This design comes from an exercise in tuning for a short achievable clock period and few clock cycles on the open sky130 flow, not from production work. Only simulation tests tie the RTL to the original design; equivalence was not proved. Power and IR drop assume default switching activity.

<file path="design/flow/config.mk">
export PLATFORM = sky130hd
export DESIGN_NAME = top
export DESIGN_NICKNAME = top
export VERILOG_FILES = /design/flow/design.v
export SDC_FILE = /design/flow/constraint.sdc
export NUM_CORES = 8
export LEC_CHECK = 0
export CAP_MARGIN = 20
export CORE_MARGIN = 2
export CORE_UTILIZATION = 40
export SLEW_MARGIN = 20
</file>
<file path="design/flow/constraint.sdc">
create_clock -name core_clock -period 11.0 [get_ports {clk}]
set_input_delay 2.2000 -clock core_clock [delete_from_list [all_inputs] [get_ports {clk}]]
set_output_delay 2.2000 -clock core_clock [all_outputs]
set_load 0.01 [all_outputs]
</file>
<file path="design/flow/design.v">
`timescale 1ns/1ps
module top(input clk, sys_rst,
           input [15:0] din,
           output [15:0] dout,
           output dout_valid,
           output din_ack,
           output [15:0] imem_addr,
           input [31:0] imem_data,
           output halted
);
    localparam [4:0] OP_MOVSGPR = 5'd0,  OP_MOV  = 5'd1,  OP_ADD  = 5'd2,  OP_SUB  = 5'd3,
                     OP_MUL     = 5'd4,  OP_OR   = 5'd5,  OP_AND  = 5'd6,  OP_XOR  = 5'd7,
                     OP_XNOR    = 5'd8,  OP_NAND = 5'd9,  OP_NOR  = 5'd10, OP_NOT  = 5'd11,
                     OP_GPR_DM  = 5'd12, OP_DIN_DM = 5'd13, OP_DM_DOUT = 5'd14, OP_DM_GPR = 5'd15,
                     OP_JUMP    = 5'd16, OP_JC   = 5'd17, OP_JNC  = 5'd18, OP_JS   = 5'd19,
                     OP_JNS     = 5'd20, OP_JZ   = 5'd21, OP_JNZ  = 5'd22, OP_JV   = 5'd23,
                     OP_JNV     = 5'd24, OP_HALT = 5'd25;
    reg [15:0] GPR [0:31];
    reg [15:0] data_mem [0:15];
    reg [15:0] SGPR;
    reg        fS, fZ, fC, fV;           
    reg [15:0] PC;                        
    reg        a_v;                       
    reg [15:0] a_pc, a_pcp1, a_pred;      
    reg        d_v, s_v;
    reg [31:0] d_ir, s_ir;
    reg [15:0] d_pc, d_pcp1, d_pred;
    reg [15:0] s_pc, s_pcp1, s_pred;
    reg        hlt;                       
    localparam NB = 8;
    reg [NB-1:0] bt_v;
    reg [15:0]   bt_pc  [0:NB-1];
    reg [15:0]   bt_tgt [0:NB-1];
    reg [1:0]    bt_ctr [0:NB-1];
    reg [2:0]    bt_ptr;
    assign imem_addr = PC;
    wire [15:0] pc_inc = PC + 16'd1;
    reg  [15:0] bp_tgt;
    reg         bp_tk;
    integer i;
    always @(*) begin
        bp_tgt = 16'h0;
        bp_tk  = 1'b0;
        for (i = 0; i < NB; i = i + 1)
            if (bt_v[i] && bt_pc[i] == PC && bt_ctr[i][1]) begin
                bp_tk  = 1'b1;
                bp_tgt = bp_tgt | bt_tgt[i];
            end
    end
    wire [15:0] pred_next = bp_tk ? bp_tgt : pc_inc;
    reg        x_v;                       
    reg        x_mul, x_ph;               
    reg        x_wr;                      
    reg [4:0]  x_rd;
    reg [15:0] x_a, x_bl, x_ba;           
    reg        x_cin;
    reg [15:0] x_p;                       
    reg [3:0]  x_tt;                      
    reg        x_sadd, x_slog, x_ssg;     
    reg        x_add, x_sub;
    reg        x_st, x_din, x_dout;
    reg [3:0]  x_ma;
    reg [15:0] x_mv;                      
    reg        x_br, x_jmp, x_tk;
    reg [15:0] x_pc, x_tgt;
    reg [31:0] m_s, m_c;                  
    reg        m_z;                       
    wire [16:0] x_sum = {1'b0, x_a} + {1'b0, x_ba} + {16'h0, x_cin};
    wire [15:0] x_log;
    genvar g;
    generate for (g = 0; g < 16; g = g + 1) begin : lg
        assign x_log[g] = x_tt[{x_a[g], x_bl[g]}];
    end endgenerate
    wire [31:0] m_prod = m_s + m_c;
    wire        x_m1 = x_v & x_mul & ~x_ph;      
    wire        x_m2 = x_mul & x_ph;
    wire        x_done = x_v & ~x_m1;             
    wire [15:0] x_res = x_m2   ? m_prod[15:0] :
                        x_sadd ? x_sum[15:0]  :
                        x_slog ? x_log        :
                        x_ssg  ? SGPR         : x_p;
    wire xf_S = x_m2 ? m_prod[31] : x_res[15];
    wire xf_Z = x_m2 ? m_z : ~|x_res;
    wire xf_C = x_add & x_sum[16];
    wire xf_V = (x_add | x_sub) &
                ((~x_a[15] & ~x_ba[15] & x_res[15]) | (x_a[15] & x_ba[15] & ~x_res[15]));
    wire eS = x_done ? x_res[15] : fS;
    wire eZ = x_done ? xf_Z : fZ;
    wire eC = x_done ? xf_C : fC;
    wire eV = x_done ? xf_V : fV;
    function [63:0] csa;    
        input [31:0] p, q, r;
        csa = {(((p & q) | (p & r) | (q & r)) << 1), p ^ q ^ r};
    endfunction
    reg [31:0] pp [0:15];
    reg [31:0] l1 [0:10];
    reg [31:0] l2 [0:7];
    reg [31:0] l3 [0:5];
    reg [31:0] l4 [0:3];
    reg [31:0] l5 [0:2];
    reg [31:0] ms_n, mc_n;
    integer k;
    always @(*) begin
        for (k = 0; k < 16; k = k + 1)
            pp[k] = x_bl[k] ? ({16'h0, x_a} << k) : 32'h0;
        {l1[1], l1[0]}  = csa(pp[0], pp[1], pp[2]);
        {l1[3], l1[2]}  = csa(pp[3], pp[4], pp[5]);
        {l1[5], l1[4]}  = csa(pp[6], pp[7], pp[8]);
        {l1[7], l1[6]}  = csa(pp[9], pp[10], pp[11]);
        {l1[9], l1[8]}  = csa(pp[12], pp[13], pp[14]);
        l1[10] = pp[15];
        {l2[1], l2[0]}  = csa(l1[0], l1[1], l1[2]);
        {l2[3], l2[2]}  = csa(l1[3], l1[4], l1[5]);
        {l2[5], l2[4]}  = csa(l1[6], l1[7], l1[8]);
        l2[6] = l1[9];
        l2[7] = l1[10];
        {l3[1], l3[0]}  = csa(l2[0], l2[1], l2[2]);
        {l3[3], l3[2]}  = csa(l2[3], l2[4], l2[5]);
        l3[4] = l2[6];
        l3[5] = l2[7];
        {l4[1], l4[0]}  = csa(l3[0], l3[1], l3[2]);
        {l4[3], l4[2]}  = csa(l3[3], l3[4], l3[5]);
        {l5[1], l5[0]}  = csa(l4[0], l4[1], l4[2]);
        l5[2] = l4[3];
        {mc_n, ms_n}    = csa(l5[0], l5[1], l5[2]);
    end
    wire [4:0]  d_op   = d_ir[31:27];
    wire [4:0]  d_rd   = d_ir[26:22];
    wire [4:0]  d_rs1  = d_ir[21:17];
    wire        d_imm  = d_ir[16];
    wire [4:0]  d_rs2  = d_ir[15:11];
    wire [15:0] d_isrc = d_ir[15:0];
    wire d_isbr = (d_op >= OP_JUMP) && (d_op <= OP_JNV);
    wire d_halt = (d_op == OP_HALT);
    wire d_wr   = (d_op <= OP_NOT) || (d_op == OP_DM_GPR);
    wire stall = x_v & x_mul & (~x_ph | (d_op == OP_JS) | (d_op == OP_JNS));
    wire d_pop = d_v & ~stall;
    reg d_cond;
    always @(*) begin
        case (d_op)
            OP_JUMP: d_cond = 1'b1;
            OP_JC:   d_cond = eC;
            OP_JNC:  d_cond = ~eC;
            OP_JS:   d_cond = eS;
            OP_JNS:  d_cond = ~eS;
            OP_JZ:   d_cond = eZ;
            OP_JNZ:  d_cond = ~eZ;
            OP_JV:   d_cond = eV;
            OP_JNV:  d_cond = ~eV;
            default: d_cond = 1'b0;
        endcase
    end
    wire eq_t = (d_isrc == d_pred);
    wire eq_n = (d_pcp1 == d_pred);
    wire d_mis = d_cond ? ~eq_t : ~eq_n;
    wire redirect = d_pop & d_mis;
    wire [15:0] d_next = d_cond ? d_isrc : d_pcp1;
    wire xw = x_done & x_wr;
    wire [15:0] rA  = (xw && x_rd == d_rs1) ? x_res : GPR[d_rs1];
    wire [15:0] rB  = (xw && x_rd == d_rs2) ? x_res : GPR[d_rs2];
    wire [15:0] rD  = (xw && x_rd == d_rd)  ? x_res : GPR[d_rd];
    wire [15:0] opB = d_imm ? d_isrc : rB;
    wire [15:0] mv  = (x_v && x_st  && x_ma == d_isrc[3:0]) ? x_a :
                      (x_v && x_din && x_ma == d_isrc[3:0]) ? din : data_mem[d_isrc[3:0]];
    reg [15:0] d_p;
    reg [3:0]  d_tt;
    always @(*) begin
        case (d_op)
            OP_MOV:    d_p = d_imm ? d_isrc : rA;
            OP_NOT:    d_p = d_imm ? ~d_isrc : ~rA;
            OP_DM_GPR: d_p = mv;
            default:   d_p = rD;
        endcase
        case (d_op)
            OP_OR:   d_tt = 4'b1110;
            OP_AND:  d_tt = 4'b1000;
            OP_XOR:  d_tt = 4'b0110;
            OP_XNOR: d_tt = 4'b1001;
            OP_NAND: d_tt = 4'b0111;
            default: d_tt = 4'b0001;    
        endcase
    end
    wire kill   = redirect | (d_pop & d_halt) | hlt;
    wire d_free = ~d_v | d_pop;
    wire s_v_n  = d_free ? (s_v & a_v) : (s_v | a_v);
    wire fetch_ok = ~kill & ~s_v_n;
    assign halted     = hlt | (d_v & d_halt);
    assign dout       = x_mv;
    assign dout_valid = x_dout;
    assign din_ack    = x_din;
    always @(posedge clk) begin
        if (sys_rst) begin
            PC  <= 16'h0;
            a_v <= 1'b0;
            d_v <= 1'b0;
            s_v <= 1'b0;
            hlt <= 1'b0;
        end else begin
            if (redirect)
                PC <= d_next;
            else if (fetch_ok)
                PC <= pred_next;
            a_v    <= fetch_ok;
            a_pc   <= PC;
            a_pcp1 <= pc_inc;
            a_pred <= pred_next;
            if (kill) begin
                s_v <= 1'b0;
                if (d_pop) d_v <= 1'b0;
            end else if (d_free) begin
                if (s_v) begin
                    d_v <= 1'b1;
                    d_ir <= s_ir; d_pc <= s_pc; d_pcp1 <= s_pcp1; d_pred <= s_pred;
                    s_v <= a_v;
                end else begin
                    d_v <= a_v;
                    d_ir <= imem_data; d_pc <= a_pc; d_pcp1 <= a_pcp1; d_pred <= a_pred;
                end
            end
            if (!kill && (d_free ? s_v : 1'b1)) begin
                if (a_v) begin
                    s_ir <= imem_data; s_pc <= a_pc; s_pcp1 <= a_pcp1; s_pred <= a_pred;
                end
                if (!d_free) s_v <= s_v | a_v;
            end
            if (d_pop & d_halt) hlt <= 1'b1;
        end
    end
    always @(posedge clk) begin
        if (sys_rst) begin
            x_v <= 1'b0; x_ph <= 1'b0; x_din <= 1'b0; x_dout <= 1'b0; x_br <= 1'b0;
            fS <= 1'b0; fZ <= 1'b0; fC <= 1'b0; fV <= 1'b0;
        end else begin
            if (x_done) begin
                fS <= xf_S; fZ <= xf_Z; fC <= xf_C; fV <= xf_V;
            end
            if (x_m1) begin
                x_ph <= 1'b1;
            end else begin
                x_ph   <= 1'b0;
                x_v    <= d_pop & ~hlt;
                x_din  <= d_pop & ~hlt & (d_op == OP_DIN_DM);
                x_dout <= d_pop & ~hlt & (d_op == OP_DM_DOUT);
                x_br   <= d_pop & ~hlt & d_isbr;
            end
        end
    end
    always @(posedge clk) begin
        if (x_m1) begin
            m_s <= ms_n;
            m_c <= mc_n;
            m_z <= (x_a == 16'h0) | (x_bl == 16'h0);
        end else begin
            x_mul  <= (d_op == OP_MUL);
            x_wr   <= d_wr;
            x_rd   <= d_rd;
            x_a    <= rA;
            x_bl   <= opB;
            x_ba   <= (d_op == OP_SUB) ? ~opB : opB;
            x_cin  <= (d_op == OP_SUB);
            x_p    <= d_p;
            x_tt   <= d_tt;
            x_sadd <= (d_op == OP_ADD) | (d_op == OP_SUB);
            x_slog <= (d_op >= OP_OR) && (d_op <= OP_NOR);
            x_ssg  <= (d_op == OP_MOVSGPR);
            x_add  <= (d_op == OP_ADD);
            x_sub  <= (d_op == OP_SUB);
            x_st   <= (d_op == OP_GPR_DM);
            x_ma   <= d_isrc[3:0];
            x_mv   <= mv;
            x_jmp  <= (d_op == OP_JUMP);
            x_tk   <= d_cond;
            x_pc   <= d_pc;
            x_tgt  <= d_isrc;
        end
        if (x_done) begin
            if (x_wr) GPR[x_rd] <= x_res;
            if (x_mul) SGPR <= m_prod[31:16];
            if (x_st)  data_mem[x_ma] <= x_a;
        end
        if (x_din) data_mem[x_ma] <= din;
    end
    reg [NB-1:0] bt_hit;
    always @(*) begin
        for (i = 0; i < NB; i = i + 1)
            bt_hit[i] = bt_v[i] && (bt_pc[i] == x_pc);
    end
    always @(posedge clk) begin
        if (sys_rst) begin
            bt_v   <= {NB{1'b0}};
            bt_ptr <= 3'd0;
        end else if (x_br) begin
            if (|bt_hit) begin
                for (i = 0; i < NB; i = i + 1)
                    if (bt_hit[i]) begin
                        bt_tgt[i] <= x_tgt;
                        if (x_jmp)
                            bt_ctr[i] <= 2'b11;
                        else if (x_tk)
                            bt_ctr[i] <= (bt_ctr[i] == 2'b11) ? 2'b11 : bt_ctr[i] + 2'b01;
                        else
                            bt_ctr[i] <= (bt_ctr[i] == 2'b00) ? 2'b00 : bt_ctr[i] - 2'b01;
                    end
            end else if (x_tk) begin
                bt_v[bt_ptr]   <= 1'b1;
                bt_pc[bt_ptr]  <= x_pc;
                bt_tgt[bt_ptr] <= x_tgt;
                bt_ctr[bt_ptr] <= 2'b11;
                bt_ptr <= bt_ptr + 3'd1;
            end
        end
    end
endmodule
</file>
<file path="design/flow/run.sh">
#!/bin/bash
# synth_recipe.tcl (not shown) runs the flow's synth.tcl, then flattens the netlist and writes it again
# the make line also repeats each setting of config.mk as NAME=value (left out here)
make -C /OpenROAD-flow-scripts/flow DESIGN_CONFIG=/design/flow/config.mk WORK_HOME=/design/flow/orfs CLKGATE_MAP_FILE= SYNTH_SCRIPT=/design/flow/synth_recipe.tcl finish
</file>
==> run summary <==
==> Yosys cell counts (all sizes together), types with 7 or more instances <==
library cell	instances	area [um2]
a21o	9	67.6
o221ai	13	114
a211oi	23	173
a31oi	16	100
o21a	12	90.1
or2	9	56.3
a221oi	19	166
dfxtp	75	1500
mux4	560	12600
inv	234	878
and3	13	81.3
clkbuf	238	893
nand2b	19	119
nor3	31	155
a22oi	44	330
nor4	52	332
o211ai	18	135
nand4	66	413
buf	88	372
xnor2	271	2370
nand3	62	310
nand3b	8	60.1
fa	203	4060
a22o	20	175
or3	14	87.6
xor2	102	893
edfxtp	1435	43100
a21oi	119	599
nor2	205	772
mux2i	119	1190
o21ai	90	450
ha	98	1230
mux2	155	1820
and2	214	1340
nor2b	18	113
nand2	182	683
o22ai	20	125
and4	7	61.3
==> power groups by stage <==
| stage | Combinational [mW] | Sequential [mW] | Clock (mW) |
|---|---|---|---|
| final | 6.97 | 7.60 | 5.44 |
| after global routing | 7.93 | 7.62 | 5.74 |
| after CTS | 7.05 | 7.60 | 5.54 |
| after detailed placement | 6.89 | 7.71 | 0 |
| after global placement | 7.00 | 7.71 | 0 |
| after floorplan | 4.47 | 7.43 | 0 |
==> cells by family after synthesis <==
logic type               after synthesis  share of synthesized area [%]
XOR/XNOR                             373                           4.15
AO/OA/AOI/OAI                        459                           3.85
buffers and inverters                562                           2.73
multiplexers                         834                           19.8
AND/OR/NAND/NOR                      922                           6.05
adder cells (fa/ha/maj)              302                           6.73
flip-flops                          1510                           56.6
==> layout make-up <==
type                    instances  area share (%)
flip-flops and latches       1510            50.5
multi-input cells            2890            36.6
clock buffers                 210            5.01
well taps                    2624            3.71
repair buffers                224            2.23
inverters                     236            1.00
clock inverters                92           0.936
diodes                          4          0.0113
==> registers in the layout (all words and copies together), names as in the netlist, 25 cells and up, named ones only <==
register	count
bt_tgt	128
m_c	25
GPR	512
s_ir	32
d_ir	32
m_s	31
bt_pc	128
data_mem	256
==> through the flow <==
stage	setup slack [ns]	instance area, um2
after global placement	2.83	83100
after global routing	2.23	88400
after floorplan	1.38	78700
final	2.74	88400
after CTS	2.62	88400
after detailed placement	2.66	83100
==> metal layers <==
layer  vias to the layer above  wire length [um]
li1                      19400                 -
met1                     24300             96300
met2                      1946            110000
met3                       397             18400
met4                         4              9520
met5                         -               141
==> worst max-delay path, cell delays in order (launching register included) <==
cell	delay, ns
edfxtp_1	0.78
inv_1	0.18
fa_1	0.49
fa_1	0.41
nand2b_1	0.19
a21oi_2	0.29
a21oi_1	0.22
mux2_2	0.31
nand3_1	0.15
inv_1	0.47
nor4_1	0.45
nand4b_1	0.26
or4_1	0.60
a21boi_4	0.78
mux2i_4	0.35
or4_4	0.74
inv_4	0.45
buf_4	0.65
==> how the worst max path moves through the flow <==
stage	start	to	slack (ns)
floorplan	x_a[0]$_DFFE_PN_	s_ir[0]$_DFFE_PP_	1.38
global placement	x_a[0]$_DFFE_PN_	d_pc[3]$_DFFE_PP_	2.83
detailed placement	x_a[0]$_DFFE_PN_	d_pc[3]$_DFFE_PP_	2.66
CTS	x_a[0]$_DFFE_PN_	d_ir[15]$_DFFE_PP_	2.62
global route	x_a[0]$_DFFE_PN_	d_ir[15]$_DFFE_PP_	2.23
finish	x_a[0]$_DFFE_PN_	d_ir[15]$_DFFE_PP_	2.74
==> results.sh <==
export IMPL_slew_headroom_pct=20.4
export IMPL_multi_input_area_um2=32400
export IMPL_syn_area_um2=78700
export IMPL_hold_viol=0
export IMPL_core_area_um2=195000
export IMPL_cts_setup_buffers=0
export IMPL_period_needed_ns=8.26
export IMPL_cts_sinks=1510
export IMPL_slew_viol_final=0
export IMPL_required_ns=11.40
export IMPL_period_share_pct=75.1
export IMPL_clkTransAtPathRegs_ns=0.06
export IMPL_r2r_start="x_a[0]$_DFFE_PN_"
export IMPL_p_int_mw=13.2
export IMPL_crit_type="flip-flop to flip-flop"
export IMPL_synth_edff_count=1435
export IMPL_grt_busiest_layer="met2"
export IMPL_numCtsBuffers=164
export IMPL_wl_per_cell_um=30.1
export IMPL_reg2regPathDepth=17
export IMPL_vias=46000
export IMPL_drive_above_1_share_pct=23.2
export IMPL_cts_resized=0
export IMPL_fin_util_pct=45.3
export IMPL_place_gp_congestion=0.919
export IMPL_fin_nets=5377
export IMPL_cts_buffer_depth=3
export IMPL_status="no timing/DRC/antenna violations"
export IMPL_synthCells=4962
export IMPL_grt_pass1_wl_um=338000
export IMPL_holdPathStages=0
export IMPL_dp_cells=7482
export IMPL_grt_use_met3_pct=4.63
export IMPL_clock_root_buffer="clkbuf_16"
export IMPL_max_cap_violations=0
export IMPL_pwr_share_comb_pct=34.8
export IMPL_place_hpwl_um=148000
export IMPL_ir_worst_vdd_mv=0.289
export IMPL_io_pins=85
export IMPL_fin_total_pwr_mw=20.0
export IMPL_postRouteAntennaNets=0
export IMPL_mostFrequentLayoutCells="edfxtp_1, mux4_2, xnor2_1"
export IMPL_min_to="x_pc[11]$_DFFE_PN_"
export IMPL_fp_dieArea_um2=200000
export IMPL_yosysSeqAreaShare_pct=56.6
export IMPL_syn_num_nets=5313
export IMPL_use_met1_pct=32.3
export IMPL_fmax_ghz=0.121
export IMPL_ys_ff_latch=1510
export IMPL_hold_start="d_pc[11]$_DFFE_PP_"
export IMPL_numPortBuffers=84
export IMPL_worst_path_max_fanout=48
export IMPL_wirelength_um=234000
export IMPL_regArea_um2=44600
export IMPL_start_kind="flip-flop"
export IMPL_grt_use_met2_pct=36.9
export IMPL_grt_max_degree=122
export IMPL_leakage_nw=29.7
export IMPL_htree_levels=4
export IMPL_track_usage_pct=23.5
export IMPL_yosysWarnings=7
export IMPL_layout_commonest_cell="edfxtp_1"
export IMPL_finalSetupTns_ns=0
export IMPL_die_y_um=448
export IMPL_synthFlopType="edfxtp_1"
export IMPL_max_slew_worst_pin_slew_ns=1.19
export IMPL_rsz0062_at_grt="no"
export IMPL_cts_tree="yes"
export IMPL_whs_ns=0.394
export IMPL_synth_area_per_cell_um2=15.9
export IMPL_clock_power_share_pct=27.2
export IMPL_arrival_ns=8.66
export IMPL_r2r_end="d_ir[15]$_DFFE_PP_"
export IMPL_num_rows=162
export IMPL_syn_to_final_growth_pct=12.3
export IMPL_setup_viol=0
export IMPL_r2r_slack_ns=2.74
export IMPL_fillCellCount=16800
export IMPL_vias_per_cell=5.91
export IMPL_start_util_pct=40.3
export IMPL_cts_hold_buffers=0
export IMPL_power_density_nw_per_um2=226
export IMPL_hp_class="flip-flop to flip-flop"
export IMPL_endpoint_kind="flip-flop"
export IMPL_net_switching_power_mw=6.81
export IMPL_skew_ns=0.0722
export IMPL_worstSkewPairLatency_ns=0.83
export IMPL_final_cells=7790
export IMPL_drt_iter0_drc=4996
export IMPL_fp_dieW_um=448
export IMPL_overflow=0
export IMPL_post_route_drc_count=0
export IMPL_firstDrtPassIters=6
export IMPL_p_seq_share_pct=38.0
export IMPL_antenna_found_initial=6
export IMPL_ys_types=82
export IMPL_p_sw_share_pct=34.0
export IMPL_grt_pass1_vias=46700
export IMPL_synthArstFlopShare_pct=0
Testbench counts, summed over its fixed seeds: cycles 80,947.

what the ideal ports hide:
Ports are ideal in the flow. The routed layout listed here was re-timed in OpenROAD.
Step 1 assumes that a clkbuf_16 drives the clock port and a buf_2 every other input.
Step 2 also shifts input and output timing later by t, the mid clock arrival at the registers, as if the neighbouring blocks saw the same clock.
a / b / c = ideal / step 1 / step 2; a / b = the first two.
shift t [ns]: 0.887
setup WS [ns]: 2.742 / 2.742 / 2.742
hold WS [ns]: 0.394 / 0.394 / 0.394
clock arrival spread, ns: 0.074 / 0.073
After both steps setup and hold are still met in this run. For this run, drivers alone change the setup slack by 0.000 ns; drivers and shift together by 0.000 ns.
